Context: an optimization exercise on an open-source flow, tuned for small area, a short achievable clock period and few clock cycles. The choices shown serve that exercise and are no tape-out recipe. Function was checked by simulation only, so behaviour that the tests miss may differ from the original.

run a:
==> flow/design.v (excerpt) <==
module SNN(
	clk,
	rst_n,
	in_valid,
	img,
	ker,
	weight,
	out_valid,
	out_data
);
==> flow/config.mk <==
export PLATFORM = sky130hd
export DESIGN_NAME = SNN
export DESIGN_NICKNAME = SNN
export VERILOG_FILES = /design/flow/design.v
export SDC_FILE = /design/flow/constraint.sdc
export NUM_CORES = 4
export LEC_CHECK = 0
export CAP_MARGIN = 50
export CORE_MARGIN = 2
export CORE_UTILIZATION = 60
export CTS_BUF_LIST = sky130_fd_sc_hd__clkbuf_16
export CTS_CLUSTER_DIAMETER = 60
export CTS_CLUSTER_SIZE = 24
export SLEW_MARGIN = 70
==> flow/constraint.sdc <==
create_clock -name core_clock -period 15.0 [get_ports {clk}]
set_input_delay 3.0000 -clock core_clock [delete_from_list [all_inputs] [get_ports {clk}]]
set_output_delay 3.0000 -clock core_clock [all_outputs]
set_load 0.01 [all_outputs]
standard.sh (not shown) runs the stock make flow with config.mk's settings and CLKGATE_MAP_FILE= SYNTH_SCRIPT=/design/flow/synth_recipe.tcl, a recipe that flattens the netlist after the stock synthesis.
==> flow/flow/run.sh <==
#!/bin/bash
# The standard layout with one netlist pass between synthesis and floorplan:
# flow/invopt.py folds away the inverters that Yosys's full-adder extraction
# leaves between full adder cells (a full adder is self-dual, so adders are
# flipped to need fewer inverters, and simple gates swapped for their
# complementary cells). Registers and all other cells are kept.
# Each tool writes its full output to its own log in this folder.
set -euo pipefail
R=orfs/results/${FLOW_PLATFORM}/SNN/base
bash standard.sh synth > synth.log 2>&1
cp "$R/1_2_yosys.v" 1_2_yosys.before_invopt.v
python3 flow/invopt.py "$R/1_2_yosys.v" > invopt.log 2>&1
rm -f "$R/1_synth.odb" "$R/1_synth.sdc"
# repair aims at a setup slack of 10 ns (the clock period is unchanged)
bash standard.sh finish SETUP_SLACK_MARGIN=10 > layout.log 2>&1
Other scripts of this flow, unchanged in this note and not shown: flow/flow/invopt.py
Testbench counts of run a, summed over its fixed seeds: cycles 25,608.
The following lists how run b was set up differently from run a:
--- a/flow/design.v
+++ b/flow/design.v
@@ -66,19 +66,19 @@
 end
 wire [7:0] pt = lb[11];
 wire [7:0] pm = lb[5];
 wire [7:0] pb = px;
 wire [7:0] k0 = k[0], k1 = k[1], k2 = k[2], k3 = k[3], k4 = k[4],
            k5 = k[5], k6 = k[6], k7 = k[7], k8 = k[8];
 reg  [7:0] q3;
 reg  [7:0] mx [0:1];
 reg  [7:0] ab_a, ab_b;
-reg        ep, eq, e0, e1, e2, e3, e4;    
+reg        ep, e0, e1, e2, e3, e4;    
 wire [7:0] l10 = lb[10], l11 = lb[11], l4 = lb[4], l5 = lb[5];
 reg        pj1, qj1, pacc, qrqd, qrp;
 wire [2:0] ncol = v1 ? (col1 == 5 ? 3'd0 : col1 + 1) : col1;    
 wire [7:0] pta = e0 ? ab_a : e2 ? mx[0] : pj1 ? l11 : l10;
 wire [7:0] ptb = e0 ? ab_b : e2 ? 8'd0  : pj1 ? l5 : l4;
 wire [7:0] pka = (e0 || e2) ? w[0] : pj1 ? k1 : k0;
 wire [7:0] pkb = e0 ? w[2] : pj1 ? k4 : k3;
 wire [7:0] qta = e1 ? ab_a : e2 ? mx[0] : qj1 ? l10 : l11;
 wire [7:0] qtb = e1 ? ab_b : e2 ? 8'd0  : qj1 ? l4 : l5;
@@ -885,19 +885,20 @@
 wire vq_177, vq_178;
 assign {vq_178, vq_177} = {1'b0, vq_112} + {1'b0, vq_143} + {1'b0, vq_142};
 wire vq_179, vq_180;
 assign {vq_180, vq_179} = {1'b0, accq[16]} + {1'b0, vq_145} + {1'b0, vq_144};
 wire vq_181 = accq[17] ^ vq_146;
 wire vq_182 = accq[17] & vq_146;
 wire [19:0] vq_183 = {1'b0, accq[18], vq_181, vq_179, vq_177, vq_175, vq_173, vq_171, vq_169, vq_167, vq_165, vq_163, vq_161, vq_159, vq_157, vq_155, vq_153, vq_151, vq_149, vq_113};
 wire [19:0] vq_184 = {1'b0, vq_182, vq_180, vq_178, vq_176, vq_174, vq_172, vq_170, vq_168, vq_166, vq_164, vq_162, vq_160, vq_158, vq_156, vq_154, vq_152, vq_150, vq_148, vq_147};
 assign RQ_n = vq_183 + vq_184;
-wire [7:0] vb = pool;
+wire       bq = e2 && gty;
+wire [7:0] vb = bq ? qp[12:5] : pool;
 always @(posedge clk) begin
 	tpa <= tpa_n; tpb <= tpb_n;
 	tqa <= tqa_n; tqb <= tqb_n;
 	RP <= RP_n;
 	RPd <= RP;
 	RQ <= RQ_n;
 	RQd <= RQ[18:0];
 	pbot <= e0 ? 8'd0 : e2 ? vb : (ncol >= 4) ? px : img;
 	pkv <= e2 ? w[2] : (ncol >= 4) ? k7 : k6;
@@ -905,24 +906,23 @@
 	qkv <= e2 ? w[3] : (ncol == 1 || ncol == 2) ? k7 : k8;
 	pj1 <= ncol == 3 || ncol == 4;
 	qj1 <= ncol == 0 || ncol == 1;
 	pacc <= (ncol == 4 || ncol == 5) && !e0 && !e2;
 	qrqd <= (ncol == 3 || ncol == 4) && !e1 && !e2;
 	qrp <= !(ncol == 3 || ncol == 4) && !e1 && !e2;
 end
 always @(posedge clk or negedge rst_n) begin
 	if(!rst_n) begin
-		ep <= 0; eq <= 0; e0 <= 0; e1 <= 0; e2 <= 0; e3 <= 0; e4 <= 0;
+		ep <= 0; e0 <= 0; e1 <= 0; e2 <= 0; e3 <= 0; e4 <= 0;
 	end
 	else begin
 		ep <= v1 && row1 == 5 && col1 == 4;
-		eq <= ep;
-		e0 <= eq;
+		e0 <= ep;
 		e1 <= e0;
 		e2 <= e1;
 		e3 <= e2;
 		e4 <= e3;
 	end
 end
 reg        v2;
 reg [1:0]  c2, r2;
 reg        p5;          
@@ -940,18 +940,19 @@
 	end
 	else begin
 		v2 <= (v1 && row1 >= 2 && col1 >= 3) || p5;
 		p5 <= v1 && row1 >= 2 && col1 == 5;
 	end
 end
 wire [21:0] qys;
 reg  [11:0] qy;
 wire [14:0] qp;
+wire       gt2;
 wire [7:0] pool;
 wire qa_1 = cv[0] ^ cv[8];
 wire qa_2 = cv[0] & cv[8];
 wire qa_3 = cv[1] ^ cv[9];
 wire qa_4 = cv[1] & cv[9];
 wire qa_5 = cv[2] ^ cv[10];
 wire qa_6 = cv[2] & cv[10];
 wire qa_7 = cv[3] ^ cv[11];
 wire qa_8 = cv[3] & cv[11];
@@ -1037,24 +1038,31 @@
 wire qb_53 = qy[9] ^ qb_30;
 wire qb_54 = qy[9] & qb_30;
 wire qb_55 = qy[10] ^ 1'b1;
 wire qb_56 = qy[10] & 1'b1;
 wire qb_57 = qy[11] ^ 1'b1;
 wire qb_58 = qy[11] & 1'b1;
 wire [14:0] qb_59 = {1'b1, qb_57, qb_55, qb_53, qb_51, qb_49, qb_47, qb_45, qb_43, qb_41, qb_39, qb_37, qb_35, qb_33, ~qy[7]};
 wire [14:0] qb_60 = {qb_58, qb_56, qb_54, qb_52, qb_50, qb_48, qb_46, qb_44, qb_42, qb_40, qb_38, qb_36, qb_34, qb_32, qb_31};
 assign qp = qb_59 + qb_60;
-reg       vy, v3;
+reg [19:0] mr;
+wire first2 = !r2[0] && !c2[0];
+assign gt2 = cv > mr;
+always @(posedge clk) begin
+	if(v2 && c2[1] && (first2 || gt2)) mr <= cv;
+end
+reg       vy, v3, gty;
 reg [1:0] cy, ry, c3, r3;
 always @(posedge clk) begin
 	qy <= qys[20:9];
 	cy <= c2;
 	ry <= r2;
+	gty <= gt2;
 	q3 <= qp[12:5];
 	c3 <= cy;
 	r3 <= ry;
 end
 always @(posedge clk or negedge rst_n) begin
 	if(!rst_n) begin
 		vy <= 0;
 		v3 <= 0;
 	end
Placed cell count grows by a few percent when moving from run a to run b. Run a ended up with tpa[8]$_DFF_P_ as its destination of the critical timing path; run b ended up with tqa[8]$_DFF_P_. The top achievable clock speed in run b sits about 0.7% above the value recorded for run a. Run b vs run a on via density per instance: run b is the lower one. Per the comparison of run b with run a, cell area has increased; post-synthesis area per instance rose by about 0.7%; initial antenna violation count barely changed. Run a reports its cell with the largest stage delay on the worst path as fa_1 while run b reports dfrtp_4.
Testbench counts of run b, summed over its fixed seeds: cycles 25,288.

## port drivers added, routing unchanged
The flow's constraints put no driver on any port. The routed layouts listed below were extracted and timed again, unchanged, in two steps.
Step 1, drivers: a clkbuf_16 drives clk and a buf_2 each remaining input, both assumed.
Step 2 adds t to the input delays and takes it off the output delays; t is the mean of the earliest and latest rising clock arrival at the registers after step 1. Input paths then give back, and output paths get back, about the clock's delay inside the block.
Three values: ideal ports, drivers, drivers and shift; two values: the first two.
| run | shift t [ns] | setup slack, ns | worst data-port slew with drivers (ns) |
|---|---|---|---|
| run a | 0.659 | 10.111 / 10.111 / 10.111 | 0.05 |
| run b | 0.667 | 10.145 / 10.145 / 10.145 | 0.05 |
After both steps setup and hold are still met in every run listed.
